This design comes from an exercise in tuning for small area, a short achievable clock period and few clock cycles on the open sky130 flow, not from production work.
No run shown here included a check of the RTL's function; only the layout flow was run.

[config.mk]
export PLATFORM = sky130hd
export DESIGN_NAME = sparse_mac_top
export DESIGN_NICKNAME = sparse_mac_top
export VERILOG_FILES = /design/flow/design.v
export SDC_FILE = /design/flow/constraint.sdc
export NUM_CORES = 4
export LEC_CHECK = 0
export CAP_MARGIN = 20
export CORE_MARGIN = 2
export CORE_UTILIZATION = 40
export SETUP_SLACK_MARGIN = 3.0
export SLEW_MARGIN = 20
export SYNTH_HIERARCHICAL = 1
[constraint.sdc]
create_clock -name core_clock -period 7.0 [get_ports {mac_clk}]
set_input_delay 1.4000 -clock core_clock [delete_from_list [all_inputs] [get_ports {mac_clk}]]
set_output_delay 1.4000 -clock core_clock [all_outputs]
set_load 0.01 [all_outputs]
[design.v]
module csa_fa (
    input  a,
    input  b,
    input  c,
    output s,
    output co
);
assign s  = a ^ b ^ c;
assign co = (a & b) | (a & c) | (b & c);
endmodule
module csa_ha (
    input  a,
    input  b,
    output s,
    output co
);
assign s  = a ^ b;
assign co = a & b;
endmodule
module csa_fax (
    input  a,
    input  b,
    input  c,
    output s,
    output co
);
logic x;
assign x  = a ^ b;
assign s  = x ^ c;
assign co = x ? c : a;
endmodule
module sparse_mac_top
#(
    parameter int NUM_DECODERS = 2,
    parameter int VALUE_W = 16,
    parameter int INDEX_W = 16,
    parameter int DECODER_FIFO_DEPTH = 16,
    parameter int ACCUM_W = 32
)
(
    input mac_clk,
    input mac_rst,
    input [NUM_DECODERS-1:0] sram_valid_i,
    output [NUM_DECODERS-1:0] sram_ready_o,
    input [NUM_DECODERS*(1+VALUE_W+INDEX_W)-1:0] sram_data_i,
    output mac_valid_o,
    output [ACCUM_W-1:0] mac_data_o
);
localparam int DATA_W = 1 + VALUE_W + INDEX_W;
logic [INDEX_W-1:0] skip0, skip1;
logic [VALUE_W-1:0] val0, val1;
logic in_done0, in_done1;
assign {in_done0, val0, skip0} = sram_data_i[0 +: DATA_W];
assign {in_done1, val1, skip1} = sram_data_i[DATA_W +: DATA_W];
logic hv0, hv1;               
logic hd0, hd1;               
logic [VALUE_W-1:0] hval0;
logic [7:0] b_one, b_two, b_neg;    
logic b_top;                        
logic [INDEX_W:0] diff;       
logic [31:0] acc_s, acc_c;    
logic [31:0] res;             
logic mq;                     
logic fin, both, d_zero, d_neg, pop0, pop1, match, take0, take1;
assign fin    = (hv0 & hd0) | (hv1 & hd1);
assign both   = hv0 & hv1 & ~fin;
assign d_zero = (diff == '0);
assign d_neg  = diff[INDEX_W];
assign pop0   = both & ~d_neg;
assign pop1   = both & (d_neg | d_zero);
assign match  = both & d_zero;
assign sram_ready_o[0] = ~fin & (~hv0 | pop0);
assign sram_ready_o[1] = ~fin & (~hv1 | pop1);
assign take0 = sram_valid_i[0] & sram_ready_o[0];
assign take1 = sram_valid_i[1] & sram_ready_o[1];
logic [INDEX_W:0] s1x, n0x, c10, c01, c11, x11, y11;
assign s1x = {1'b0, skip1};
assign n0x = ~{1'b0, skip0};                  
assign c10 = diff + s1x + 1'b1;
assign c01 = diff + n0x;
assign x11 = diff ^ s1x ^ n0x;
assign y11 = {(diff[INDEX_W-1:0] & s1x[INDEX_W-1:0]) | (diff[INDEX_W-1:0] & n0x[INDEX_W-1:0])
              | (s1x[INDEX_W-1:0] & n0x[INDEX_W-1:0]), 1'b1};
assign c11 = x11 + y11;
logic [7:0] e_one, e_two, e_neg;
always_comb begin
    for (int j = 0; j < 8; j++) begin
        logic hi, mid, lo;
        hi  = val1[2*j+1];
        mid = val1[2*j];
        lo  = (j == 0) ? 1'b0 : val1[2*j-1];
        e_one[j] = mid ^ lo;
        e_two[j] = (hi & ~mid & ~lo) | (~hi & mid & lo);
        e_neg[j] = hi;
    end
end
logic [16:0] bpp [8];
logic [15:0] bpp8;
always_comb begin
    for (int j = 0; j < 8; j++)
        for (int i = 0; i < 17; i++)
            bpp[j][i] = ((b_one[j] & ((i < 16) ? hval0[i] : 1'b0))
                       | (b_two[j] & ((i > 0) ? hval0[i-1] : 1'b0))) ^ b_neg[j];
    for (int i = 0; i < 16; i++)
        bpp8[i] = b_top & hval0[i];
end
logic [31:0] tree_s, tree_c;
logic mt_0, mt_1, mt_2, mt_3, mt_4, mt_5, mt_6, mt_7, mt_8, mt_9, mt_10, mt_11;
logic mt_12, mt_13, mt_14, mt_15, mt_16, mt_17, mt_18, mt_19, mt_20, mt_21, mt_22, mt_23;
logic mt_24, mt_25, mt_26, mt_27, mt_28, mt_29, mt_30, mt_31, mt_32, mt_33, mt_34, mt_35;
logic mt_36, mt_37, mt_38, mt_39, mt_40, mt_41, mt_42, mt_43, mt_44, mt_45, mt_46, mt_47;
logic mt_48, mt_49, mt_50, mt_51, mt_52, mt_53, mt_54, mt_55, mt_56, mt_57, mt_58, mt_59;
logic mt_60, mt_61, mt_62, mt_63, mt_64, mt_65, mt_66, mt_67, mt_68, mt_69, mt_70, mt_71;
logic mt_72, mt_73, mt_74, mt_75, mt_76, mt_77, mt_78, mt_79, mt_80, mt_81, mt_82, mt_83;
logic mt_84, mt_85, mt_86, mt_87, mt_88, mt_89, mt_90, mt_91, mt_92, mt_93, mt_94, mt_95;
logic mt_96, mt_97, mt_98, mt_99, mt_100, mt_101, mt_102, mt_103, mt_104, mt_105, mt_106, mt_107;
logic mt_108, mt_109, mt_110, mt_111, mt_112, mt_113, mt_114, mt_115, mt_116, mt_117, mt_118, mt_119;
logic mt_120, mt_121, mt_122, mt_123, mt_124, mt_125, mt_126, mt_127, mt_128, mt_129, mt_130, mt_131;
logic mt_132, mt_133, mt_134, mt_135, mt_136, mt_137, mt_138, mt_139, mt_140, mt_141, mt_142, mt_143;
logic mt_144, mt_145, mt_146, mt_147, mt_148, mt_149, mt_150, mt_151, mt_152, mt_153, mt_154, mt_155;
logic mt_156, mt_157, mt_158, mt_159, mt_160, mt_161, mt_162, mt_163, mt_164, mt_165, mt_166, mt_167;
logic mt_168, mt_169, mt_170, mt_171, mt_172, mt_173, mt_174, mt_175, mt_176, mt_177, mt_178, mt_179;
logic mt_180, mt_181, mt_182, mt_183, mt_184, mt_185, mt_186, mt_187, mt_188, mt_189, mt_190, mt_191;
logic mt_192, mt_193, mt_194, mt_195, mt_196, mt_197, mt_198, mt_199, mt_200, mt_201, mt_202, mt_203;
logic mt_204, mt_205, mt_206, mt_207, mt_208, mt_209, mt_210, mt_211, mt_212, mt_213, mt_214, mt_215;
logic mt_216, mt_217, mt_218, mt_219, mt_220, mt_221, mt_222, mt_223, mt_224, mt_225, mt_226, mt_227;
logic mt_228, mt_229, mt_230, mt_231, mt_232, mt_233, mt_234, mt_235, mt_236, mt_237, mt_238, mt_239;
logic mt_240, mt_241, mt_242, mt_243, mt_244, mt_245, mt_246, mt_247, mt_248, mt_249, mt_250, mt_251;
logic mt_252, mt_253, mt_254, mt_255, mt_256, mt_257, mt_258, mt_259, mt_260, mt_261, mt_262, mt_263;
logic mt_264, mt_265, mt_266, mt_267, mt_268, mt_269, mt_270, mt_271, mt_272, mt_273, mt_274, mt_275;
logic mt_276, mt_277, mt_278, mt_279, mt_280, mt_281, mt_282, mt_283, mt_284, mt_285, mt_286, mt_287;
logic mt_288, mt_289, mt_290, mt_291, mt_292, mt_293, mt_294, mt_295, mt_296, mt_297, mt_298, mt_299;
logic mt_300, mt_301, mt_302, mt_303, mt_304, mt_305, mt_306, mt_307, mt_308, mt_309, mt_310, mt_311;
logic mt_312, mt_313, mt_314, mt_315, mt_316, mt_317, mt_318, mt_319, mt_320, mt_321, mt_322, mt_323;
logic mt_324, mt_325, mt_326, mt_327, mt_328, mt_329, mt_330, mt_331, mt_332, mt_333, mt_334, mt_335;
logic mt_336, mt_337, mt_338, mt_339, mt_340, mt_341, mt_342, mt_343, mt_344, mt_345, mt_346, mt_347;
logic mt_348, mt_349, mt_350, mt_351, mt_352, mt_353, mt_354, mt_355, mt_356, mt_357, mt_358, mt_359;
logic mt_360, mt_361, mt_362, mt_363, mt_364, mt_365, mt_366, mt_367, mt_368, mt_369, mt_370, mt_371;
logic mt_372, mt_373, mt_374, mt_375, mt_376, mt_377, mt_378, mt_379, mt_380, mt_381, mt_382, mt_383;
logic mt_384, mt_385, mt_386, mt_387, mt_388, mt_389, mt_390, mt_391;
csa_ha u_mt_0 (.a(acc_s[12]), .b(acc_c[12]), .s(mt_0), .co(mt_1));
csa_ha u_mt_2 (.a(acc_s[13]), .b(acc_c[13]), .s(mt_2), .co(mt_3));
csa_fax u_mt_4 (.a(acc_s[14]), .b(acc_c[14]), .c(bpp[0][14]), .s(mt_4), .co(mt_5));
csa_ha u_mt_6 (.a(bpp[1][12]), .b(bpp[2][10]), .s(mt_6), .co(mt_7));
csa_fax u_mt_8 (.a(acc_s[15]), .b(acc_c[15]), .c(bpp[0][15]), .s(mt_8), .co(mt_9));
csa_ha u_mt_10 (.a(bpp[1][13]), .b(bpp[2][11]), .s(mt_10), .co(mt_11));
csa_fax u_mt_12 (.a(acc_s[16]), .b(acc_c[16]), .c(bpp[0][16]), .s(mt_12), .co(mt_13));
csa_fax u_mt_14 (.a(bpp[1][14]), .b(bpp[2][12]), .c(bpp[3][10]), .s(mt_14), .co(mt_15));
csa_fax u_mt_16 (.a(acc_s[17]), .b(acc_c[17]), .c(b_neg[0]), .s(mt_16), .co(mt_17));
csa_fax u_mt_18 (.a(bpp[1][15]), .b(bpp[2][13]), .c(bpp[3][11]), .s(mt_18), .co(mt_19));
csa_fax u_mt_20 (.a(acc_s[18]), .b(acc_c[18]), .c(b_neg[0]), .s(mt_20), .co(mt_21));
csa_fax u_mt_22 (.a(bpp[1][16]), .b(bpp[2][14]), .c(bpp[3][12]), .s(mt_22), .co(mt_23));
csa_fax u_mt_24 (.a(acc_s[19]), .b(acc_c[19]), .c(~b_neg[0]), .s(mt_24), .co(mt_25));
csa_fax u_mt_26 (.a(~b_neg[1]), .b(bpp[2][15]), .c(bpp[3][13]), .s(mt_26), .co(mt_27));
csa_fax u_mt_28 (.a(acc_s[20]), .b(acc_c[20]), .c(1'b1), .s(mt_28), .co(mt_29));
csa_ha u_mt_30 (.a(bpp[2][16]), .b(bpp[3][14]), .s(mt_30), .co(mt_31));
csa_fax u_mt_32 (.a(acc_s[21]), .b(acc_c[21]), .c(~b_neg[2]), .s(mt_32), .co(mt_33));
csa_ha u_mt_34 (.a(acc_s[22]), .b(acc_c[22]), .s(mt_34), .co(mt_35));
csa_ha u_mt_36 (.a(acc_s[6]), .b(acc_c[6]), .s(mt_36), .co(mt_37));
csa_ha u_mt_38 (.a(acc_s[7]), .b(acc_c[7]), .s(mt_38), .co(mt_39));
csa_fax u_mt_40 (.a(acc_s[8]), .b(acc_c[8]), .c(bpp[0][8]), .s(mt_40), .co(mt_41));
csa_ha u_mt_42 (.a(bpp[1][6]), .b(bpp[2][4]), .s(mt_42), .co(mt_43));
csa_fax u_mt_44 (.a(acc_s[9]), .b(acc_c[9]), .c(bpp[0][9]), .s(mt_44), .co(mt_45));
csa_ha u_mt_46 (.a(bpp[1][7]), .b(bpp[2][5]), .s(mt_46), .co(mt_47));
csa_fax u_mt_48 (.a(acc_s[10]), .b(acc_c[10]), .c(bpp[0][10]), .s(mt_48), .co(mt_49));
csa_fax u_mt_50 (.a(bpp[1][8]), .b(bpp[2][6]), .c(bpp[3][4]), .s(mt_50), .co(mt_51));
csa_ha u_mt_52 (.a(bpp[4][2]), .b(bpp[5][0]), .s(mt_52), .co(mt_53));
csa_fax u_mt_54 (.a(acc_s[11]), .b(acc_c[11]), .c(bpp[0][11]), .s(mt_54), .co(mt_55));
csa_fax u_mt_56 (.a(bpp[1][9]), .b(bpp[2][7]), .c(bpp[3][5]), .s(mt_56), .co(mt_57));
csa_ha u_mt_58 (.a(bpp[4][3]), .b(bpp[5][1]), .s(mt_58), .co(mt_59));
csa_fax u_mt_60 (.a(bpp[0][12]), .b(bpp[1][10]), .c(bpp[2][8]), .s(mt_60), .co(mt_61));
csa_fax u_mt_62 (.a(bpp[3][6]), .b(bpp[4][4]), .c(bpp[5][2]), .s(mt_62), .co(mt_63));
csa_fax u_mt_64 (.a(bpp[6][0]), .b(b_neg[6]), .c(mt_0), .s(mt_64), .co(mt_65));
csa_fax u_mt_66 (.a(bpp[0][13]), .b(bpp[1][11]), .c(bpp[2][9]), .s(mt_66), .co(mt_67));
csa_fax u_mt_68 (.a(bpp[3][7]), .b(bpp[4][5]), .c(bpp[5][3]), .s(mt_68), .co(mt_69));
csa_fax u_mt_70 (.a(bpp[6][1]), .b(mt_2), .c(mt_1), .s(mt_70), .co(mt_71));
csa_fax u_mt_72 (.a(bpp[3][8]), .b(bpp[4][6]), .c(bpp[5][4]), .s(mt_72), .co(mt_73));
csa_fax u_mt_74 (.a(bpp[6][2]), .b(bpp[7][0]), .c(b_neg[7]), .s(mt_74), .co(mt_75));
csa_fax u_mt_76 (.a(mt_4), .b(mt_6), .c(mt_3), .s(mt_76), .co(mt_77));
csa_fax u_mt_78 (.a(bpp[3][9]), .b(bpp[4][7]), .c(bpp[5][5]), .s(mt_78), .co(mt_79));
csa_fax u_mt_80 (.a(bpp[6][3]), .b(bpp[7][1]), .c(mt_8), .s(mt_80), .co(mt_81));
csa_fax u_mt_82 (.a(mt_10), .b(mt_5), .c(mt_7), .s(mt_82), .co(mt_83));
csa_fax u_mt_84 (.a(bpp[4][8]), .b(bpp[5][6]), .c(bpp[6][4]), .s(mt_84), .co(mt_85));
csa_fax u_mt_86 (.a(bpp[7][2]), .b(bpp8[0]), .c(mt_12), .s(mt_86), .co(mt_87));
csa_fax u_mt_88 (.a(mt_14), .b(mt_9), .c(mt_11), .s(mt_88), .co(mt_89));
csa_fax u_mt_90 (.a(bpp[4][9]), .b(bpp[5][7]), .c(bpp[6][5]), .s(mt_90), .co(mt_91));
csa_fax u_mt_92 (.a(bpp[7][3]), .b(bpp8[1]), .c(mt_16), .s(mt_92), .co(mt_93));
csa_fax u_mt_94 (.a(mt_18), .b(mt_13), .c(mt_15), .s(mt_94), .co(mt_95));
csa_fax u_mt_96 (.a(bpp[4][10]), .b(bpp[5][8]), .c(bpp[6][6]), .s(mt_96), .co(mt_97));
csa_fax u_mt_98 (.a(bpp[7][4]), .b(bpp8[2]), .c(mt_20), .s(mt_98), .co(mt_99));
csa_fax u_mt_100 (.a(mt_22), .b(mt_17), .c(mt_19), .s(mt_100), .co(mt_101));
csa_fax u_mt_102 (.a(bpp[4][11]), .b(bpp[5][9]), .c(bpp[6][7]), .s(mt_102), .co(mt_103));
csa_fax u_mt_104 (.a(bpp[7][5]), .b(bpp8[3]), .c(mt_24), .s(mt_104), .co(mt_105));
csa_fax u_mt_106 (.a(mt_26), .b(mt_21), .c(mt_23), .s(mt_106), .co(mt_107));
csa_fax u_mt_108 (.a(bpp[4][12]), .b(bpp[5][10]), .c(bpp[6][8]), .s(mt_108), .co(mt_109));
csa_fax u_mt_110 (.a(bpp[7][6]), .b(bpp8[4]), .c(mt_28), .s(mt_110), .co(mt_111));
csa_fax u_mt_112 (.a(mt_30), .b(mt_25), .c(mt_27), .s(mt_112), .co(mt_113));
csa_fax u_mt_114 (.a(bpp[3][15]), .b(bpp[4][13]), .c(bpp[5][11]), .s(mt_114), .co(mt_115));
csa_fax u_mt_116 (.a(bpp[6][9]), .b(bpp[7][7]), .c(bpp8[5]), .s(mt_116), .co(mt_117));
csa_fax u_mt_118 (.a(mt_32), .b(mt_29), .c(mt_31), .s(mt_118), .co(mt_119));
csa_fax u_mt_120 (.a(1'b1), .b(bpp[3][16]), .c(bpp[4][14]), .s(mt_120), .co(mt_121));
csa_fax u_mt_122 (.a(bpp[5][12]), .b(bpp[6][10]), .c(bpp[7][8]), .s(mt_122), .co(mt_123));
csa_fax u_mt_124 (.a(bpp8[6]), .b(mt_34), .c(mt_33), .s(mt_124), .co(mt_125));
csa_fax u_mt_126 (.a(acc_s[23]), .b(acc_c[23]), .c(~b_neg[3]), .s(mt_126), .co(mt_127));
csa_fax u_mt_128 (.a(bpp[4][15]), .b(bpp[5][13]), .c(bpp[6][11]), .s(mt_128), .co(mt_129));
csa_fax u_mt_130 (.a(bpp[7][9]), .b(bpp8[7]), .c(mt_35), .s(mt_130), .co(mt_131));
csa_fax u_mt_132 (.a(acc_s[24]), .b(acc_c[24]), .c(1'b1), .s(mt_132), .co(mt_133));
csa_fax u_mt_134 (.a(bpp[4][16]), .b(bpp[5][14]), .c(bpp[6][12]), .s(mt_134), .co(mt_135));
csa_ha u_mt_136 (.a(bpp[7][10]), .b(bpp8[8]), .s(mt_136), .co(mt_137));
csa_fax u_mt_138 (.a(acc_s[25]), .b(acc_c[25]), .c(~b_neg[4]), .s(mt_138), .co(mt_139));
csa_fax u_mt_140 (.a(bpp[5][15]), .b(bpp[6][13]), .c(bpp[7][11]), .s(mt_140), .co(mt_141));
csa_fax u_mt_142 (.a(acc_s[26]), .b(acc_c[26]), .c(1'b1), .s(mt_142), .co(mt_143));
csa_ha u_mt_144 (.a(bpp[5][16]), .b(bpp[6][14]), .s(mt_144), .co(mt_145));
csa_fax u_mt_146 (.a(acc_s[27]), .b(acc_c[27]), .c(~b_neg[5]), .s(mt_146), .co(mt_147));
csa_ha u_mt_148 (.a(acc_s[28]), .b(acc_c[28]), .s(mt_148), .co(mt_149));
csa_ha u_mt_150 (.a(acc_s[2]), .b(acc_c[2]), .s(mt_150), .co(mt_151));
csa_ha u_mt_152 (.a(acc_s[3]), .b(acc_c[3]), .s(mt_152), .co(mt_153));
csa_fax u_mt_154 (.a(acc_s[4]), .b(acc_c[4]), .c(bpp[0][4]), .s(mt_154), .co(mt_155));
csa_ha u_mt_156 (.a(bpp[1][2]), .b(bpp[2][0]), .s(mt_156), .co(mt_157));
csa_fax u_mt_158 (.a(acc_s[5]), .b(acc_c[5]), .c(bpp[0][5]), .s(mt_158), .co(mt_159));
csa_ha u_mt_160 (.a(bpp[1][3]), .b(bpp[2][1]), .s(mt_160), .co(mt_161));
csa_fax u_mt_162 (.a(bpp[0][6]), .b(bpp[1][4]), .c(bpp[2][2]), .s(mt_162), .co(mt_163));
csa_fax u_mt_164 (.a(bpp[3][0]), .b(b_neg[3]), .c(mt_36), .s(mt_164), .co(mt_165));
csa_fax u_mt_166 (.a(bpp[0][7]), .b(bpp[1][5]), .c(bpp[2][3]), .s(mt_166), .co(mt_167));
csa_fax u_mt_168 (.a(bpp[3][1]), .b(mt_38), .c(mt_37), .s(mt_168), .co(mt_169));
csa_fax u_mt_170 (.a(bpp[3][2]), .b(bpp[4][0]), .c(b_neg[4]), .s(mt_170), .co(mt_171));
csa_fax u_mt_172 (.a(mt_40), .b(mt_42), .c(mt_39), .s(mt_172), .co(mt_173));
csa_fax u_mt_174 (.a(bpp[3][3]), .b(bpp[4][1]), .c(mt_44), .s(mt_174), .co(mt_175));
csa_fax u_mt_176 (.a(mt_46), .b(mt_41), .c(mt_43), .s(mt_176), .co(mt_177));
csa_fax u_mt_178 (.a(b_neg[5]), .b(mt_48), .c(mt_50), .s(mt_178), .co(mt_179));
csa_fax u_mt_180 (.a(mt_52), .b(mt_45), .c(mt_47), .s(mt_180), .co(mt_181));
csa_fax u_mt_182 (.a(mt_54), .b(mt_56), .c(mt_58), .s(mt_182), .co(mt_183));
csa_fax u_mt_184 (.a(mt_49), .b(mt_51), .c(mt_53), .s(mt_184), .co(mt_185));
csa_fax u_mt_186 (.a(mt_60), .b(mt_62), .c(mt_64), .s(mt_186), .co(mt_187));
csa_fax u_mt_188 (.a(mt_55), .b(mt_57), .c(mt_59), .s(mt_188), .co(mt_189));
csa_fax u_mt_190 (.a(mt_66), .b(mt_68), .c(mt_70), .s(mt_190), .co(mt_191));
csa_fax u_mt_192 (.a(mt_61), .b(mt_63), .c(mt_65), .s(mt_192), .co(mt_193));
csa_fax u_mt_194 (.a(mt_72), .b(mt_74), .c(mt_76), .s(mt_194), .co(mt_195));
csa_fax u_mt_196 (.a(mt_67), .b(mt_69), .c(mt_71), .s(mt_196), .co(mt_197));
csa_fax u_mt_198 (.a(mt_78), .b(mt_80), .c(mt_82), .s(mt_198), .co(mt_199));
csa_fax u_mt_200 (.a(mt_73), .b(mt_75), .c(mt_77), .s(mt_200), .co(mt_201));
csa_fax u_mt_202 (.a(mt_84), .b(mt_86), .c(mt_88), .s(mt_202), .co(mt_203));
csa_fax u_mt_204 (.a(mt_79), .b(mt_81), .c(mt_83), .s(mt_204), .co(mt_205));
csa_fax u_mt_206 (.a(mt_90), .b(mt_92), .c(mt_94), .s(mt_206), .co(mt_207));
csa_fax u_mt_208 (.a(mt_85), .b(mt_87), .c(mt_89), .s(mt_208), .co(mt_209));
csa_fax u_mt_210 (.a(mt_96), .b(mt_98), .c(mt_100), .s(mt_210), .co(mt_211));
csa_fax u_mt_212 (.a(mt_91), .b(mt_93), .c(mt_95), .s(mt_212), .co(mt_213));
csa_fax u_mt_214 (.a(mt_102), .b(mt_104), .c(mt_106), .s(mt_214), .co(mt_215));
csa_fax u_mt_216 (.a(mt_97), .b(mt_99), .c(mt_101), .s(mt_216), .co(mt_217));
csa_fax u_mt_218 (.a(mt_108), .b(mt_110), .c(mt_112), .s(mt_218), .co(mt_219));
csa_fax u_mt_220 (.a(mt_103), .b(mt_105), .c(mt_107), .s(mt_220), .co(mt_221));
csa_fax u_mt_222 (.a(mt_114), .b(mt_116), .c(mt_118), .s(mt_222), .co(mt_223));
csa_fax u_mt_224 (.a(mt_109), .b(mt_111), .c(mt_113), .s(mt_224), .co(mt_225));
csa_fax u_mt_226 (.a(mt_120), .b(mt_122), .c(mt_124), .s(mt_226), .co(mt_227));
csa_fax u_mt_228 (.a(mt_115), .b(mt_117), .c(mt_119), .s(mt_228), .co(mt_229));
csa_fax u_mt_230 (.a(mt_126), .b(mt_128), .c(mt_130), .s(mt_230), .co(mt_231));
csa_fax u_mt_232 (.a(mt_121), .b(mt_123), .c(mt_125), .s(mt_232), .co(mt_233));
csa_fax u_mt_234 (.a(mt_132), .b(mt_134), .c(mt_136), .s(mt_234), .co(mt_235));
csa_fax u_mt_236 (.a(mt_127), .b(mt_129), .c(mt_131), .s(mt_236), .co(mt_237));
csa_fax u_mt_238 (.a(bpp8[9]), .b(mt_138), .c(mt_140), .s(mt_238), .co(mt_239));
csa_fax u_mt_240 (.a(mt_133), .b(mt_135), .c(mt_137), .s(mt_240), .co(mt_241));
csa_fax u_mt_242 (.a(bpp[7][12]), .b(bpp8[10]), .c(mt_142), .s(mt_242), .co(mt_243));
csa_fax u_mt_244 (.a(mt_144), .b(mt_139), .c(mt_141), .s(mt_244), .co(mt_245));
csa_fax u_mt_246 (.a(bpp[6][15]), .b(bpp[7][13]), .c(bpp8[11]), .s(mt_246), .co(mt_247));
csa_fax u_mt_248 (.a(mt_146), .b(mt_143), .c(mt_145), .s(mt_248), .co(mt_249));
csa_fax u_mt_250 (.a(1'b1), .b(bpp[6][16]), .c(bpp[7][14]), .s(mt_250), .co(mt_251));
csa_fax u_mt_252 (.a(bpp8[12]), .b(mt_148), .c(mt_147), .s(mt_252), .co(mt_253));
csa_fax u_mt_254 (.a(acc_s[29]), .b(acc_c[29]), .c(~b_neg[6]), .s(mt_254), .co(mt_255));
csa_fax u_mt_256 (.a(bpp[7][15]), .b(bpp8[13]), .c(mt_149), .s(mt_256), .co(mt_257));
csa_fax u_mt_258 (.a(acc_s[30]), .b(acc_c[30]), .c(1'b1), .s(mt_258), .co(mt_259));
csa_ha u_mt_260 (.a(bpp[7][16]), .b(bpp8[14]), .s(mt_260), .co(mt_261));
csa_fax u_mt_262 (.a(acc_s[31]), .b(acc_c[31]), .c(~b_neg[7]), .s(mt_262), .co(mt_263));
csa_ha u_mt_264 (.a(acc_s[0]), .b(acc_c[0]), .s(mt_264), .co(mt_265));
csa_ha u_mt_266 (.a(acc_s[1]), .b(acc_c[1]), .s(mt_266), .co(mt_267));
csa_fax u_mt_268 (.a(bpp[0][2]), .b(bpp[1][0]), .c(b_neg[1]), .s(mt_268), .co(mt_269));
csa_fax u_mt_270 (.a(bpp[0][3]), .b(bpp[1][1]), .c(mt_152), .s(mt_270), .co(mt_271));
csa_fax u_mt_272 (.a(b_neg[2]), .b(mt_154), .c(mt_156), .s(mt_272), .co(mt_273));
csa_fax u_mt_274 (.a(mt_158), .b(mt_160), .c(mt_155), .s(mt_274), .co(mt_275));
csa_fax u_mt_276 (.a(mt_162), .b(mt_164), .c(mt_159), .s(mt_276), .co(mt_277));
csa_fax u_mt_278 (.a(mt_166), .b(mt_168), .c(mt_163), .s(mt_278), .co(mt_279));
csa_fax u_mt_280 (.a(mt_170), .b(mt_172), .c(mt_167), .s(mt_280), .co(mt_281));
csa_fax u_mt_282 (.a(mt_174), .b(mt_176), .c(mt_171), .s(mt_282), .co(mt_283));
csa_fax u_mt_284 (.a(mt_178), .b(mt_180), .c(mt_175), .s(mt_284), .co(mt_285));
csa_fax u_mt_286 (.a(mt_182), .b(mt_184), .c(mt_179), .s(mt_286), .co(mt_287));
csa_fax u_mt_288 (.a(mt_186), .b(mt_188), .c(mt_183), .s(mt_288), .co(mt_289));
csa_fax u_mt_290 (.a(mt_190), .b(mt_192), .c(mt_187), .s(mt_290), .co(mt_291));
csa_fax u_mt_292 (.a(mt_194), .b(mt_196), .c(mt_191), .s(mt_292), .co(mt_293));
csa_fax u_mt_294 (.a(mt_198), .b(mt_200), .c(mt_195), .s(mt_294), .co(mt_295));
csa_fax u_mt_296 (.a(mt_202), .b(mt_204), .c(mt_199), .s(mt_296), .co(mt_297));
csa_fax u_mt_298 (.a(mt_206), .b(mt_208), .c(mt_203), .s(mt_298), .co(mt_299));
csa_fax u_mt_300 (.a(mt_210), .b(mt_212), .c(mt_207), .s(mt_300), .co(mt_301));
csa_fax u_mt_302 (.a(mt_214), .b(mt_216), .c(mt_211), .s(mt_302), .co(mt_303));
csa_fax u_mt_304 (.a(mt_218), .b(mt_220), .c(mt_215), .s(mt_304), .co(mt_305));
csa_fax u_mt_306 (.a(mt_222), .b(mt_224), .c(mt_219), .s(mt_306), .co(mt_307));
csa_fax u_mt_308 (.a(mt_226), .b(mt_228), .c(mt_223), .s(mt_308), .co(mt_309));
csa_fax u_mt_310 (.a(mt_230), .b(mt_232), .c(mt_227), .s(mt_310), .co(mt_311));
csa_fax u_mt_312 (.a(mt_234), .b(mt_236), .c(mt_231), .s(mt_312), .co(mt_313));
csa_fax u_mt_314 (.a(mt_238), .b(mt_240), .c(mt_235), .s(mt_314), .co(mt_315));
csa_fax u_mt_316 (.a(mt_242), .b(mt_244), .c(mt_239), .s(mt_316), .co(mt_317));
csa_fax u_mt_318 (.a(mt_246), .b(mt_248), .c(mt_243), .s(mt_318), .co(mt_319));
csa_fax u_mt_320 (.a(mt_250), .b(mt_252), .c(mt_247), .s(mt_320), .co(mt_321));
csa_fax u_mt_322 (.a(mt_254), .b(mt_256), .c(mt_251), .s(mt_322), .co(mt_323));
csa_fax u_mt_324 (.a(mt_258), .b(mt_260), .c(mt_255), .s(mt_324), .co(mt_325));
csa_fax u_mt_326 (.a(bpp8[15]), .b(mt_262), .c(mt_259), .s(mt_326), .co(mt_327));
csa_ha u_mt_328 (.a(bpp[0][0]), .b(b_neg[0]), .s(mt_328), .co(mt_329));
csa_fax u_mt_330 (.a(bpp[0][1]), .b(mt_266), .c(mt_265), .s(mt_330), .co(mt_331));
csa_fax u_mt_332 (.a(mt_150), .b(mt_268), .c(mt_267), .s(mt_332), .co(mt_333));
csa_fax u_mt_334 (.a(mt_151), .b(mt_270), .c(mt_269), .s(mt_334), .co(mt_335));
csa_fax u_mt_336 (.a(mt_153), .b(mt_272), .c(mt_271), .s(mt_336), .co(mt_337));
csa_fax u_mt_338 (.a(mt_157), .b(mt_274), .c(mt_273), .s(mt_338), .co(mt_339));
csa_fax u_mt_340 (.a(mt_161), .b(mt_276), .c(mt_275), .s(mt_340), .co(mt_341));
csa_fax u_mt_342 (.a(mt_165), .b(mt_278), .c(mt_277), .s(mt_342), .co(mt_343));
csa_fax u_mt_344 (.a(mt_169), .b(mt_280), .c(mt_279), .s(mt_344), .co(mt_345));
csa_fax u_mt_346 (.a(mt_173), .b(mt_282), .c(mt_281), .s(mt_346), .co(mt_347));
csa_fax u_mt_348 (.a(mt_177), .b(mt_284), .c(mt_283), .s(mt_348), .co(mt_349));
csa_fax u_mt_350 (.a(mt_181), .b(mt_286), .c(mt_285), .s(mt_350), .co(mt_351));
csa_fax u_mt_352 (.a(mt_185), .b(mt_288), .c(mt_287), .s(mt_352), .co(mt_353));
csa_fax u_mt_354 (.a(mt_189), .b(mt_290), .c(mt_289), .s(mt_354), .co(mt_355));
csa_fax u_mt_356 (.a(mt_193), .b(mt_292), .c(mt_291), .s(mt_356), .co(mt_357));
csa_fax u_mt_358 (.a(mt_197), .b(mt_294), .c(mt_293), .s(mt_358), .co(mt_359));
csa_fax u_mt_360 (.a(mt_201), .b(mt_296), .c(mt_295), .s(mt_360), .co(mt_361));
csa_fax u_mt_362 (.a(mt_205), .b(mt_298), .c(mt_297), .s(mt_362), .co(mt_363));
csa_fax u_mt_364 (.a(mt_209), .b(mt_300), .c(mt_299), .s(mt_364), .co(mt_365));
csa_fax u_mt_366 (.a(mt_213), .b(mt_302), .c(mt_301), .s(mt_366), .co(mt_367));
csa_fax u_mt_368 (.a(mt_217), .b(mt_304), .c(mt_303), .s(mt_368), .co(mt_369));
csa_fax u_mt_370 (.a(mt_221), .b(mt_306), .c(mt_305), .s(mt_370), .co(mt_371));
csa_fax u_mt_372 (.a(mt_225), .b(mt_308), .c(mt_307), .s(mt_372), .co(mt_373));
csa_fax u_mt_374 (.a(mt_229), .b(mt_310), .c(mt_309), .s(mt_374), .co(mt_375));
csa_fax u_mt_376 (.a(mt_233), .b(mt_312), .c(mt_311), .s(mt_376), .co(mt_377));
csa_fax u_mt_378 (.a(mt_237), .b(mt_314), .c(mt_313), .s(mt_378), .co(mt_379));
csa_fax u_mt_380 (.a(mt_241), .b(mt_316), .c(mt_315), .s(mt_380), .co(mt_381));
csa_fax u_mt_382 (.a(mt_245), .b(mt_318), .c(mt_317), .s(mt_382), .co(mt_383));
csa_fax u_mt_384 (.a(mt_249), .b(mt_320), .c(mt_319), .s(mt_384), .co(mt_385));
csa_fax u_mt_386 (.a(mt_253), .b(mt_322), .c(mt_321), .s(mt_386), .co(mt_387));
csa_fax u_mt_388 (.a(mt_257), .b(mt_324), .c(mt_323), .s(mt_388), .co(mt_389));
csa_fax u_mt_390 (.a(mt_261), .b(mt_326), .c(mt_325), .s(mt_390), .co(mt_391));
assign tree_s[0] = mt_264;
assign tree_c[0] = mt_328;
assign tree_s[1] = mt_330;
assign tree_c[1] = mt_329;
assign tree_s[2] = mt_332;
assign tree_c[2] = mt_331;
assign tree_s[3] = mt_334;
assign tree_c[3] = mt_333;
assign tree_s[4] = mt_336;
assign tree_c[4] = mt_335;
assign tree_s[5] = mt_338;
assign tree_c[5] = mt_337;
assign tree_s[6] = mt_340;
assign tree_c[6] = mt_339;
assign tree_s[7] = mt_342;
assign tree_c[7] = mt_341;
assign tree_s[8] = mt_344;
assign tree_c[8] = mt_343;
assign tree_s[9] = mt_346;
assign tree_c[9] = mt_345;
assign tree_s[10] = mt_348;
assign tree_c[10] = mt_347;
assign tree_s[11] = mt_350;
assign tree_c[11] = mt_349;
assign tree_s[12] = mt_352;
assign tree_c[12] = mt_351;
assign tree_s[13] = mt_354;
assign tree_c[13] = mt_353;
assign tree_s[14] = mt_356;
assign tree_c[14] = mt_355;
assign tree_s[15] = mt_358;
assign tree_c[15] = mt_357;
assign tree_s[16] = mt_360;
assign tree_c[16] = mt_359;
assign tree_s[17] = mt_362;
assign tree_c[17] = mt_361;
assign tree_s[18] = mt_364;
assign tree_c[18] = mt_363;
assign tree_s[19] = mt_366;
assign tree_c[19] = mt_365;
assign tree_s[20] = mt_368;
assign tree_c[20] = mt_367;
assign tree_s[21] = mt_370;
assign tree_c[21] = mt_369;
assign tree_s[22] = mt_372;
assign tree_c[22] = mt_371;
assign tree_s[23] = mt_374;
assign tree_c[23] = mt_373;
assign tree_s[24] = mt_376;
assign tree_c[24] = mt_375;
assign tree_s[25] = mt_378;
assign tree_c[25] = mt_377;
assign tree_s[26] = mt_380;
assign tree_c[26] = mt_379;
assign tree_s[27] = mt_382;
assign tree_c[27] = mt_381;
assign tree_s[28] = mt_384;
assign tree_c[28] = mt_383;
assign tree_s[29] = mt_386;
assign tree_c[29] = mt_385;
assign tree_s[30] = mt_388;
assign tree_c[30] = mt_387;
assign tree_s[31] = mt_390;
assign tree_c[31] = mt_389;
always_ff @(posedge mac_clk or negedge mac_rst) begin
    if (~mac_rst) begin
        hval0 <= '0;
        b_one <= '0;
        b_two <= '0;
        b_neg <= '0;
        b_top <= 1'b0;
        hv0   <= 1'b0;
        hv1   <= 1'b0;
        diff  <= '0;
        acc_s <= '0;
        acc_c <= '0;
        mq    <= 1'b0;
    end else begin
        hv0 <= take0 | (hv0 & ~pop0);
        hv1 <= take1 | (hv1 & ~pop1);
        case ({take1, take0})
            2'b00: diff <= diff;
            2'b01: diff <= c01;
            2'b10: diff <= c10;
            2'b11: diff <= c11;
        endcase
        mq <= match;
        if (take0) hval0 <= val0;
        if (take1) begin
            b_one <= e_one;
            b_two <= e_two;
            b_neg <= e_neg;
            b_top <= val1[15];
        end
        if (match) begin
            acc_s <= tree_s;
            acc_c <= tree_c;
        end
    end
end
always_ff @(posedge mac_clk) begin
    res <= acc_s + acc_c;
    if (take0) hd0 <= in_done0;
    if (take1) hd1 <= in_done1;
end
assign mac_valid_o = fin & ~mq;
assign mac_data_o  = res;
endmodule
[run.sh]
#!/bin/bash
# synth_recipe.tcl (not shown) runs the flow's synth.tcl, then flattens the netlist and writes it again
# the make line also repeats each setting of config.mk as NAME=value (left out here)
make -C /OpenROAD-flow-scripts/flow DESIGN_CONFIG=/design/flow/config.mk WORK_HOME=/design/flow/orfs CLKGATE_MAP_FILE= SYNTH_SCRIPT=/design/flow/synth_recipe.tcl finish
==> results by group, run 1 <==
Run status
  • Outcome: timing/DRC/antenna clean

Min path
  • Hold-critical path depth: 1
  • Min-delay src: acc_c[0]$_DFFE_PN0P_
  • Hold endpoint: res[0]$_DFF_P_
  • Class of the tightest hold or removal check: reg2reg

Timing
  • Fin crit share: 0.5608
  • RSZ-0062 raised after global routing: yes
  • Max-slew violations: 0
  • Aggregate negative setup slack: 0 ps
  • Max Fclk: ~250 MHz
  • Slew @ Worst Pin: 1076 ps
  • Final Skew: 11.21 ps
  • Final Hold Vio Count: 0
  • Crit path time final: about 3900 ps
  • Setup-failing EPs final: 0
  • Slew headroom: 0.2830

Floorplanning
  • Die height: 220.4 um
  • Die W: 220.4 um
  • Die area: 48570 sq um
  • Initial core utilization: 0.4040
  • Number of cell rows: 79
  • # IOs: 105
  • Core ar.: 46360 sq um

Global route
  • Number of global-route vias before repair: 14079
  • Overflow after GRT: 0
  • All-layer global routing usage: 0.2091
  • Pin count of the biggest net entering global routing: 68
  • Antenna violations before repair: 5
  • Global-route wire length before repair: 78.65 mm

Final layout
  • Nets: 2029
  • Register area: ~3800 sq um
  • Layout Cells excl Fill: approximately 2500
  • Area occupied by multi-input gates: 14290 sq um
  • Layout cell share with drive strength beyond 1: 0.08212
  • Fill cell count: 4358
  • Area Overhead vs Synth: 12.67%

Place
  • PortBufs: 104
  • Dpl hpwl: between 30 and 40 mm
  • Placed cells: about 2400
  • Routability Congestion: between 0.7 and 0.8

Setup path
  • CP Launch Point: diff[13]$_DFFE_PN0P_
  • Crit Path Max Fanout: 4
  • FF-to-FF End: acc_c[21]$_DFFE_PN0P_
  • CP max stage delay: 570 ps
  • Slowest cell on crit path: clkdlybuf4s50_1
  • Crit-path cells: nor4_4 -> nand4_1 -> a21o_1 -> a21oi_1 -> clkdlybuf4s50_1
  • Crit end category: primary output
  • Crit path kind: reg2out
  • FF-to-FF path depth: 7
  • Top cell family by delay on the critical path: buffers and inverters
  • R2R Path Start: b_neg[2]$_DFFE_PN0P_
  • CP required: about 5600 ps
  • Crit path buf inv count: 1
  • R2r setup slk: approximately 3200 ps
  • Startpoint types: flop
  • Worst EP arrival: ~2500 ps

Flow run
  • Max cap viols: 0

Clocking
  • Clock Sinks: 158
  • CTS Buf Count: 17
  • Worst skew pair latency: 480 ps
  • Root Driver: clkbuf_16
  • Clk buf depth: 2
  • H-tree Lvls: 4
  • CTS tree: built
  • Clk slew on worst S/H paths: around 70 ps

Route
  • Drt total wl: 48.99 mm
  • Vias after detailed routing: ~14000
  • DR iter-0 viols: 1004
  • Post-route ant nets: 0
  • DRC violations left: 0
  • Post-DR vias/cell: 5.599
  • Initial DRT Pass Iterations: 5
  • Wire per inst: around 20 um

Synthesis
  • Mapped Area: 18730 sq um
  • Syn Area/Cell: 10.45 sq um
  • Gate Count Post-Synth: 1792
  • YS warnings: 9
==> registers in the layout (all words and copies together), names as in the netlist <==
register,cells
b_one,8
acc_c,32
b_top,1
b_neg,7
mq,1
hd0,1
hv1,1
hv0,1
hval0,16
b_two,8
acc_s,32
diff,17
hd1,1
res,32
==> layout by cell type, fill, tap and decap left out, drive strengths merged, types with 14 or more instances in the layout <==
| cell | count |
|---|---|
| xnor2 | 188 |
| xor3 | 173 |
| maj3 | 170 |
| dfrtp | 124 |
| nand2 | 123 |
| a22oi | 122 |
| inv | 121 |
| ha | 101 |
| clkdlybuf4s50 | 88 |
| nor2 | 63 |
| mux2 | 63 |
| a21oi | 61 |
| o21ai | 60 |
| dfxtp | 32 |
| a21o | 30 |
| buf | 22 |
| fa | 20 |
| a31oi | 20 |
| clkbuf | 20 |
| and2 | 19 |
| xor2 | 14 |
| nand3 | 14 |
| nor3 | 14 |
==> per-layer routing <==
layer	share of wire	global-route usage	vias up
met3	0.042	0.03450	45
met1	0.46	0.2734	6887
met5	0.00055	0	-
met4	0.017	0.06174	4
met2	0.48	0.3556	297
li1	-	-	6545
==> what timing repair did <==
| action | CTS | global route |
|---|---|---|
| gates resized for setup | 18 | 37 |
| endpoints found under the setup margin | 5 | 12 |
| hold buffers | 0 | 0 |
| pin swaps | 7 | 20 |
| buffers inserted | 4 | 6 |
==> per-stage QoR <==
stage | cell area [sq um] | utilization | hold WS, ps | worst slack, ps
after global placement | 20240 | 0.4367 | 513.9 | 2302
after global routing | 21100 | 0.4550 | 546.1 | 2944
after CTS | 20910 | 0.4511 | 527.1 | 2992
after detailed placement | 20240 | 0.4367 | 509.7 | 2255
after floorplan | 18780 | - | 481.1 | 2918
final | 21100 | 0.4552 | 515.4 | 3074
==> cell type report <==
type	count	area share
Clock inverter	14	0.007293
Clock buffer	18	0.02081
Sequential cell	158	0.1809
Multi-Input combinational cell	1422	0.6772
Tap cell	607	0.03599
Inverter	114	0.02028
Antenna cell	3	0.0003557
Timing Repair Buffer	125	0.05722
==> worst max-delay path by stage <==
| stage | endpoint | slack, ps | cells past startpoint |
|---|---|---|---|
| 6_report | sram_ready_o[1] | 3070 | 5 |
| 5_1_grt | diff[16]$_DFFE_PN0P_ | 2940 | 12 |
| 4_1_cts | diff[16]$_DFFE_PN0P_ | 2990 | 13 |
| 3_5_place_dp | diff[16]$_DFFE_PN0P_ | 2250 | 13 |
| 3_3_place_gp | diff[16]$_DFFE_PN0P_ | 2300 | 13 |
| 2_1_floorplan | diff[15]$_DFFE_PN0P_ | 2920 | 11 |
==> run 2, diff against run 1 <==
--- a/config.mk
+++ b/config.mk
@@ -8,6 +8,6 @@
 export CAP_MARGIN = 20
 export CORE_MARGIN = 2
 export CORE_UTILIZATION = 40
-export SETUP_SLACK_MARGIN = 3.0
+export SETUP_SLACK_MARGIN = 4.0
 export SLEW_MARGIN = 20
 export SYNTH_HIERARCHICAL = 1
==> results by group, run 2 <==
Synthesis
  • Syn Area/Cell: 10.45 sq um
  • Mapped Area: 18730 sq um
  • Gate Count Post-Synth: ~1800
  • YS warnings: 9

Setup path
  • Worst EP arrival: 4190 ps
  • CP required: 7340 ps
  • Crit end category: flop
  • Crit path kind: in2reg
  • FF-to-FF End: acc_s[18]$_DFFE_PN0P_
  • R2R Path Start: hval0[13]$_DFFE_PN0P_
  • FF-to-FF path depth: 10
  • R2r setup slk: 3540 ps
  • Crit Path Max Fanout: 2
  • Startpoint types: input port

Final layout
  • Most common cell after layout, fill and taps aside: buf_4
  • Area Overhead vs Synth: 28.24%
  • Nets: around 2200
  • Layout cell share with drive strength beyond 1: 0.3213
  • Most frequent cells in the layout: buf_4, xnor2_1, xor3_1, nand2_1, inv_1
  • Largest registers: acc_c (32), acc_s (32), res (32)
  • Final Cell Area: between 20000 and 25000 sq um
  • Util after Layout: 0.5182

Timing
  • Slew headroom: 0.4809
  • RSZ-0062 raised after global routing: yes
  • Crit path time final: 3848 ps
  • Aggregate negative setup slack: 0 ps
  • Final Skew: 13.47 ps
  • Final Hold Vio Count: 0
  • Fin crit share: 0.5497
  • Max Fclk: 259.9 MHz
  • Max-slew violations: 0
  • Setup-failing EPs final: 0
  • Slew @ Worst Pin: 778.7 ps

Clocking
  • Worst skew pair latency: 470 ps
  • # hold bufs at CTS: 0
  • Root Driver: clkbuf_16
  • Clk buf depth: 2
  • Clk slew on worst S/H paths: 70 ps
  • Clock Sinks: 158
  • CTS tree: built
  • CTS Buf Count: 17
  • H-tree Lvls: 4

Place
  • PortBufs: 104
  • Routability Congestion: 0.8188
  • Dpl cell area: 20480 sq um
  • Dpl hpwl: around 36 mm

Route
  • DRC violations left: 0
  • Drt total wl: approximately 54 mm
  • Vias after detailed routing: between 10000 and 15000
  • Wire per inst: 20.28 um
  • DR iter-0 viols: between 1000 and 1500
  • Initial DRT Pass Iterations: 5
  • Post-route ant nets: 0
  • Post-DR vias/cell: 5.565

Min path
  • Hold-critical path depth: 1
  • Class of the tightest hold or removal check: reg2reg
  • Hold endpoint: res[0]$_DFF_P_
  • Min-delay src: acc_c[0]$_DFFE_PN0P_

Global route
  • Global-route wire length before repair: between 80 and 90 mm
  • Overflow after GRT: 0
  • Number of global-route vias before repair: 15007
  • All-layer global routing usage: 0.2228
  • Pin count of the biggest net entering global routing: 68
  • Antenna violations before repair: 4

Run status
  • Outcome: timing/DRC/antenna clean

Flow run
  • Max cap viols: 0

Floorplanning
  • Initial core utilization: 0.4040
  • Number of cell rows: 79
  • Die W: 220.4 um
  • Die height: 220.4 um
  • Core ar.: 46360 sq um
  • Die area: a little under 50000 sq um
  • # IOs: ~110
[run 2: repair_timing]
item,in CTS,in global routing
setup endpoints to repair,96,80
pin swaps,212,120
resized for setup,343,113
gates cloned,0,0
setup buffers,153,56
[run 2: layer usage]
| layer | share of wire | GRT usage | vias up |
|---|---|---|---|
| li1 | - | - | 6940 |
| met1 | 0.44 | 0.2897 | 7355 |
| met4 | 0.028 | 0.07472 | 6 |
| met3 | 0.057 | 0.05430 | 91 |
| met2 | 0.47 | 0.3631 | 395 |
| met5 | 0.00080 | 0 | - |
[run 2: worst max-delay path by stage]
stage,cells after the start,slack [ps],end,start
6_report,12,3150,diff[15]$_DFFE_PN0P_,sram_data_i[40]
5_1_grt,12,3060,diff[15]$_DFFE_PN0P_,sram_data_i[44]
4_1_cts,12,3200,diff[15]$_DFFE_PN0P_,sram_data_i[40]
3_5_place_dp,13,2130,diff[16]$_DFFE_PN0P_,sram_data_i[40]
3_3_place_gp,13,2260,diff[16]$_DFFE_PN0P_,sram_data_i[38]
2_1_floorplan,10,2930,diff[15]$_DFFE_PN0P_,sram_data_i[5]
[run 2: stage by stage]
| step | worst slack, ps | instances | hold WS (ps) |
|---|---|---|---|
| global route | 3058 | 2655 | 546.9 |
| floorplan | 2926 | 1803 | 481.1 |
| global placement | 2260 | 2414 | 518.6 |
| detailed placement | 2131 | 2414 | 524.8 |
| CTS | 3196 | 2599 | 534.9 |
| finish | 3152 | 2657 | 532.8 |
[run 2: final cells by class]
class	count	area, sq um
antenna	2	5.005
clock buffer	23	478.0
clock inverter	9	132.6
fill	4067	22340
inverter	114	440.4
multi-input combinational	1422	15340
sequential	158	3941
tap	607	759.5
timing repair buffer	322	2922
[run 2: worst max-delay path: stages]
cell	delay (ps)
buf_8	80
inv_4	30
fa_1	540
inv_1	50
ha_2	170
or3_4	380
or3_4	340
o221a_4	240
o211ai_1	200
a22oi_1	130
xor2_1	170
mux4_2	470
==> run 3, diff against run 2 <==
--- a/design.v
+++ b/design.v
@@ -25,9 +25,24 @@
     output co
 );
 logic x;
-assign x  = a ^ b;
-assign s  = x ^ c;
-assign co = x ? c : a;
+csa_xor2 u_x (.a(a), .b(b), .y(x));
+csa_xor2 u_s (.a(x), .b(c), .y(s));
+csa_mux2 u_c (.s(x), .a(a), .b(c), .y(co));
+endmodule
+module csa_xor2 (
+    input  a,
+    input  b,
+    output y
+);
+assign y = a ^ b;
+endmodule
+module csa_mux2 (
+    input  s,
+    input  a,
+    input  b,
+    output y
+);
+assign y = s ? b : a;
 endmodule
 module sparse_mac_top
 #(
==> results by group, run 3 <==
Setup path
  • Crit path buf inv count: 3
  • Slowest cell on crit path: fa_1
  • Most used cell along the critical path: or3_4
  • Crit-path cells: buf_8 -> inv_4 -> fa_1 -> inv_2 -> ha_4 -> or3_4 -> or3_4 -> o221a_4 -> o211ai_1 -> a22oi_1 -> xor2_1 -> mux4_2
  • R2r setup slk: 3190 ps
  • Startpoint types: input port
  • Crit path kind: in2reg
  • Crit Path Max Fanout: 3
  • Worst EP arrival: about 4200 ps
  • Top cell family by delay on the critical path: simple AND/OR/NAND/NOR gates
  • CP required: 7350 ps
  • Crit end category: flop
  • CP max stage delay: 540 ps

Clocking
  • Root Driver: clkbuf_16
  • Worst skew pair latency: about 470 ps
  • Clock Sinks: about 160
  • Clk buf depth: 2
  • CTS tree: built
  • Clk slew on worst S/H paths: 70 ps
  • H-tree Lvls: 4
  • CTS Buf Count: 17

Route
  • Wire per inst: 18.46 um
  • DRC violations left: 0
  • Met3 wire len: 2.409 mm
  • DR WL met2: about 27 mm
  • DRT met1 WL: 23.17 mm
  • Initial DRT Pass Iterations: 7
  • DR top layer: met5
  • Vias after detailed routing: 15355
  • Post-route ant nets: 0
  • Drt total wl: 53.47 mm
  • DR iter-0 viols: 728
  • Post-DR vias/cell: around 5.3

Final layout
  • Area Overhead vs Synth: 36.08%
  • Fill cell count: 3882
  • Nets: 2470
  • Largest registers: acc_c (32), acc_s (32), res (32)
  • Area occupied by multi-input gates: 15860 sq um
  • Util after Layout: 0.5535
  • Register area: about 3900 sq um
  • Most frequent cells in the layout: xor2_1, mux2_4, buf_4, xnor2_1, nand2_1
  • Most common cell after layout, fill and taps aside: xor2_1
  • Layout cell share with drive strength beyond 1: 0.3796

Timing
  • Final Skew: 13.23 ps
  • Slew headroom: 0.4606
  • Setup-failing EPs final: 0
  • Max Fclk: 261.7 MHz
  • RSZ-0062 raised after global routing: yes
  • Final Hold Vio Count: 0
  • Crit path time final: 3822 ps
  • Slew @ Worst Pin: 809.1 ps
  • Setup ws final: 3178 ps
  • Aggregate negative setup slack: 0 ps
  • Max-slew violations: 0
  • Fin crit share: 0.5460

Global route
  • Overflow after GRT: 0
  • Antenna violations before repair: 11
  • Global-route wire length before repair: between 80 and 90 mm
  • Pin count of the biggest net entering global routing: 66
  • Number of global-route vias before repair: 15685
  • All-layer global routing usage: 0.2166

Synthesis
  • Gate Count Post-Synth: 1967
  • Mapped Area: 18500 sq um
  • Syn Area/Cell: 9.404 sq um
  • YS warnings: 9

Floorplanning
  • Initial core utilization: 0.4067
  • # IOs: between 100 and 150
  • Die area: approximately 48000 sq um
  • Core ar.: 45480 sq um
  • Die height: 219.0 um
  • Number of cell rows: 78
  • Die W: 219.0 um

Place
  • PortBufs: 104
  • Routability Congestion: 0.8640
  • DP Worst Slack: 2131 ps
  • Dpl hpwl: 35.18 mm

Run status
  • Outcome: timing/DRC/antenna clean

Min path
  • Class of the tightest hold or removal check: reg2reg

Flow run
  • Max cap viols: 0
==> run 3: cell count changes in the layout (fill, tap and decap cells not counted), sizes merged, moves of 3 or more <==
| cell | previous run | this run |
|---|---|---|
| clkinv | 3 | 6 |
| diode | 2 | 5 |
| buf | 234 | 300 |
| xor3 | 173 | 0 |
| bufinv | 3 | 0 |
| xor2 | 14 | 360 |
| maj3 | 170 | 0 |
| clkbuf | 24 | 27 |
| mux2 | 63 | 233 |
==> run 3: worst reg2reg max path, cell delays in order (launching register included) <==
cell	delay (ps)
dfrtp_4	540
buf_6	150
a22oi_2	170
xnor2_2	160
xor2_1	270
xor2_1	170
buf_4	170
xor2_4	180
mux2_4	330
xor2_1	180
xor2_1	270
xor2_1	260
xor2_1	280
mux2_4	320
mux2_4	250
==> run 3: what timing repair did <==
| action | in CTS | in global routing |
|---|---|---|
| setup endpoints to repair | 110 | 87 |
| setup buffers | 218 | 56 |
| hold buffers | 0 | 0 |
| pin swaps | 227 | 185 |
| gates resized for setup | 310 | 166 |
| gates cloned | 1 | 2 |
==> run 3: through the flow <==
stage / instance area (sq um) / std cells / hold WS [ps]
3_3_place_gp: 20470 / 2583 / 524.4
2_1_floorplan: 19490 / 1978 / 481.1
4_1_cts: 23830 / 2834 / 553.5
3_5_place_dp: 20470 / 2583 / 534.6
6_report: 25170 / 2897 / 550.2
5_1_grt: 25160 / 2894 / 574.0
==> run 3: metal layers <==
layer,vias to the layer above,GRT usage
li1,7347,-
met1,7594,0.2674
met2,309,0.3707
met3,91,0.04435
met4,14,0.08198
met5,-,0
==> run 3: final timing paths <==
path / from / end / depth (start not counted)
setup / recovery: sram_data_i[40] / diff[15]$_DFFE_PN0P_ / 12
hold / removal: acc_c[0]$_DFFE_PN0P_ / res[0]$_DFF_P_ / 1
setup reg to reg: hval0[13]$_DFFE_PN0P_ / acc_c[18]$_DFFE_PN0P_ / 14
hold reg to reg: acc_c[0]$_DFFE_PN0P_ / res[0]$_DFF_P_ / 1
max in group asynchronous: mac_rst / hval0[14]$_DFFE_PN0P_ / 2
min in group asynchronous: mac_rst / diff[3]$_DFFE_PN0P_ / 1
==> run 3: cell type report <==
class / instances / area share
clock buffers: 23 / 0.02113
diodes: 5 / 0.0004971
repair buffers: 391 / 0.1419
clock inverters: 9 / 0.002634
well taps: 600 / 0.02982
flip-flops and latches: 158 / 0.1565
multi-input cells: 1597 / 0.6299
inverters: 114 / 0.01755
==> run 4, diff against run 3 <==
--- a/config.mk
+++ b/config.mk
@@ -8,6 +8,6 @@
 export CAP_MARGIN = 20
 export CORE_MARGIN = 2
 export CORE_UTILIZATION = 40
-export SETUP_SLACK_MARGIN = 4.0
+export SETUP_SLACK_MARGIN = 3.0
 export SLEW_MARGIN = 20
 export SYNTH_HIERARCHICAL = 1
==> results by group, run 4 <==
Route
  • Initial DRT Pass Iterations: 6
  • DR iter-0 viols: 734
  • Vias after detailed routing: 14144
  • Drt total wl: approximately 47 mm
  • Wire per inst: 17.77 um
  • DRC violations left: 0
  • Post-DR vias/cell: about 5.4
  • Post-route ant nets: 0

Synthesis
  • Mapped Area: 18500 sq um
  • Gate Count Post-Synth: ~2000
  • Syn Area/Cell: 9.404 sq um
  • YS warnings: 9

Clocking
  • Clk slew on worst S/H paths: 70 ps
  • Root Driver: clkbuf_16
  • H-tree Lvls: 4
  • Worst skew pair latency: ~460 ps
  • Clock Sinks: 158
  • Clk buf depth: 2
  • CTS Buf Count: 17
  • CTS tree: built

Floorplanning
  • Die W: 219.0 um
  • Core ar.: between 40000 and 50000 sq um
  • # IOs: 105
  • Die area: 47980 sq um
  • Number of cell rows: 78
  • Die height: about 220 um
  • Initial core utilization: 0.4067

Final layout
  • Largest registers: acc_c (32), acc_s (32), res (32)
  • Layout cell share with drive strength beyond 1: 0.1820
  • Most common cell after layout, fill and taps aside: xor2_1
  • Fill cell count: 4441
  • Area Overhead vs Synth: 14.10%
  • Nets: 2216
  • Layout Cells excl Fill: 2639
  • Most frequent cells in the layout: xor2_1, xnor2_1, mux2_4, nand2_1, a22oi_1

Global route
  • All-layer global routing usage: 0.1965
  • Pin count of the biggest net entering global routing: 68
  • Overflow after GRT: 0
  • Number of global-route vias before repair: between 10000 and 15000
  • Antenna violations before repair: 7
  • Global-route wire length before repair: 74.78 mm

Setup path
  • Crit path kind: in2reg
  • CP required: between 7000 and 8000 ps
  • Worst EP arrival: 4270 ps
  • R2R Path Start: hval0[11]$_DFFE_PN0P_
  • Crit Path Max Fanout: 4
  • Crit end category: flop
  • CP Launch Point: sram_data_i[7]
  • FF-to-FF path depth: 12
  • Startpoint types: input port

Flow run
  • Max cap viols: 0

Run status
  • Outcome: timing/DRC/antenna clean

Min path
  • Hold-critical path depth: 1
  • Min-delay src: acc_c[0]$_DFFE_PN0P_
  • Class of the tightest hold or removal check: reg2reg

Timing
  • Max-slew violations: 0
  • Setup-failing EPs final: 0
  • Final Hold Vio Count: 0
  • RSZ-0062 raised after global routing: yes
  • Slew headroom: 0.3628
  • Final Skew: 10.17 ps
  • Crit path time final: slightly below 4000 ps
  • Fin crit share: 0.5614
  • Aggregate negative setup slack: 0 ps
  • Slew @ Worst Pin: 955.8 ps
  • Max Fclk: 254.5 MHz

Place
  • Placed cells: between 2000 and 3000
  • Dpl hpwl: 35.33 mm
  • Routability Congestion: 0.8534
  • PortBufs: about 100
## run 4: cell types whose count changed in the layout (fill, tap and decap cells not counted), sizes merged
cell,previous run,this run
inv,117,114
dlymetal6s2s,0,4
dlygate4sd2,3,6
bufinv,0,4
clkdlybuf4s50,80,86
clkinv,6,5
clkdlybuf4s15,4,2
clkinvlp,0,1
buf,300,34
diode,5,1
## run 4: critical path: stages
cell,delay (ps)
dlygate4sd2_1,260
fa_1,500
inv_1,70
ha_4,170
or3_4,330
or3_4,390
o221a_4,260
o211ai_1,170
a22oi_1,110
xor2_1,150
mux4_2,460
## run 4: path summary, 6_finish.rpt
| kind | end | slack (ps) |
|---|---|---|
| hold / removal | res[0]$_DFF_P_ | 540 |
| setup / recovery | diff[15]$_DFFE_PN0P_ | 3070 |
| setup reg to reg | acc_c[18]$_DFFE_PN0P_ | 3200 |
| max in group asynchronous | hval0[3]$_DFFE_PN0P_ | 4730 |
| min in group asynchronous | diff[5]$_DFFE_PN0P_ | 900 |
| hold reg to reg | res[0]$_DFF_P_ | 540 |
## run 4: per-layer routing
layer / track usage / up-vias / part of all wire
met1: 0.2519 / 6918 / 0.47
li1: - / 6905 / -
met5: 0 / - / 0.0017
met3: 0.03645 / 61 / 0.041
met4: 0.06351 / 12 / 0.019
met2: 0.3326 / 248 / 0.47
## run 4: cell type report
cell class	instances	area [sq um]	area share
tap	600	750.7	0.03557
sequential	158	3869	0.1833
antenna	1	2.502	0.0001186
clock buffer	22	474.2	0.02247
timing repair buffer	137	1267	0.06005
multi-input combinational	1597	14150	0.6706
inverter	114	427.9	0.02027
clock inverter	10	160.2	0.007588
## run 4: what timing repair did
item,in CTS,in global routing
pin swaps,16,33
endpoints found under the setup margin,16,23
resized for setup,46,69
hold buffers,0,0
hold endpoints to repair,0,0
buffers inserted,9,12
## run 4: per-stage QoR
| stage | hold slack, ps | worst slack, ps | area (sq um) | util |
|---|---|---|---|---|
| after floorplan | 481.1 | 2918 | 18540 | - |
| after CTS | 541.9 | 2996 | 20840 | 0.4583 |
| final | 535.5 | 3070 | 21110 | 0.4641 |
| after global placement | 521.1 | 2237 | 20020 | 0.4402 |
| after detailed placement | 520.6 | 2186 | 20020 | 0.4402 |
| after global routing | 551.4 | 2957 | 21100 | 0.4640 |

==> afterwards: timing with drivers on the ports <==
The results above use ideal ports. As a check the final layouts listed here were re-extracted and re-timed, cells and wires unchanged. Step 1 assumes that a clkbuf_16 drives the clock port and a buf_2 every other input. Step 2 also shifts input and output timing later by t, the mid clock arrival at the registers, as if the neighbouring blocks saw the same clock. a / b / c = ideal / step 1 / step 2; a / b = the first two.
run	shift t [ns]	setup slack, ns	worst hold slack (ns)	latest minus earliest clock arrival (ns)
run 1	0.526	3.074 / 3.019 / 2.587	0.515 / 0.515 / 0.515	0.011 / 0.011
run 2	0.521	3.152 / 3.158 / 2.637	0.533 / 0.533 / 0.533	0.014 / 0.014
run 3	0.518	3.178 / 3.181 / 2.663	0.550 / 0.550 / 0.550	0.013 / 0.014
run 4	0.513	3.070 / 3.105 / 2.592	0.536 / 0.536 / 0.536	0.010 / 0.010
After both steps every run listed still meets setup and hold.
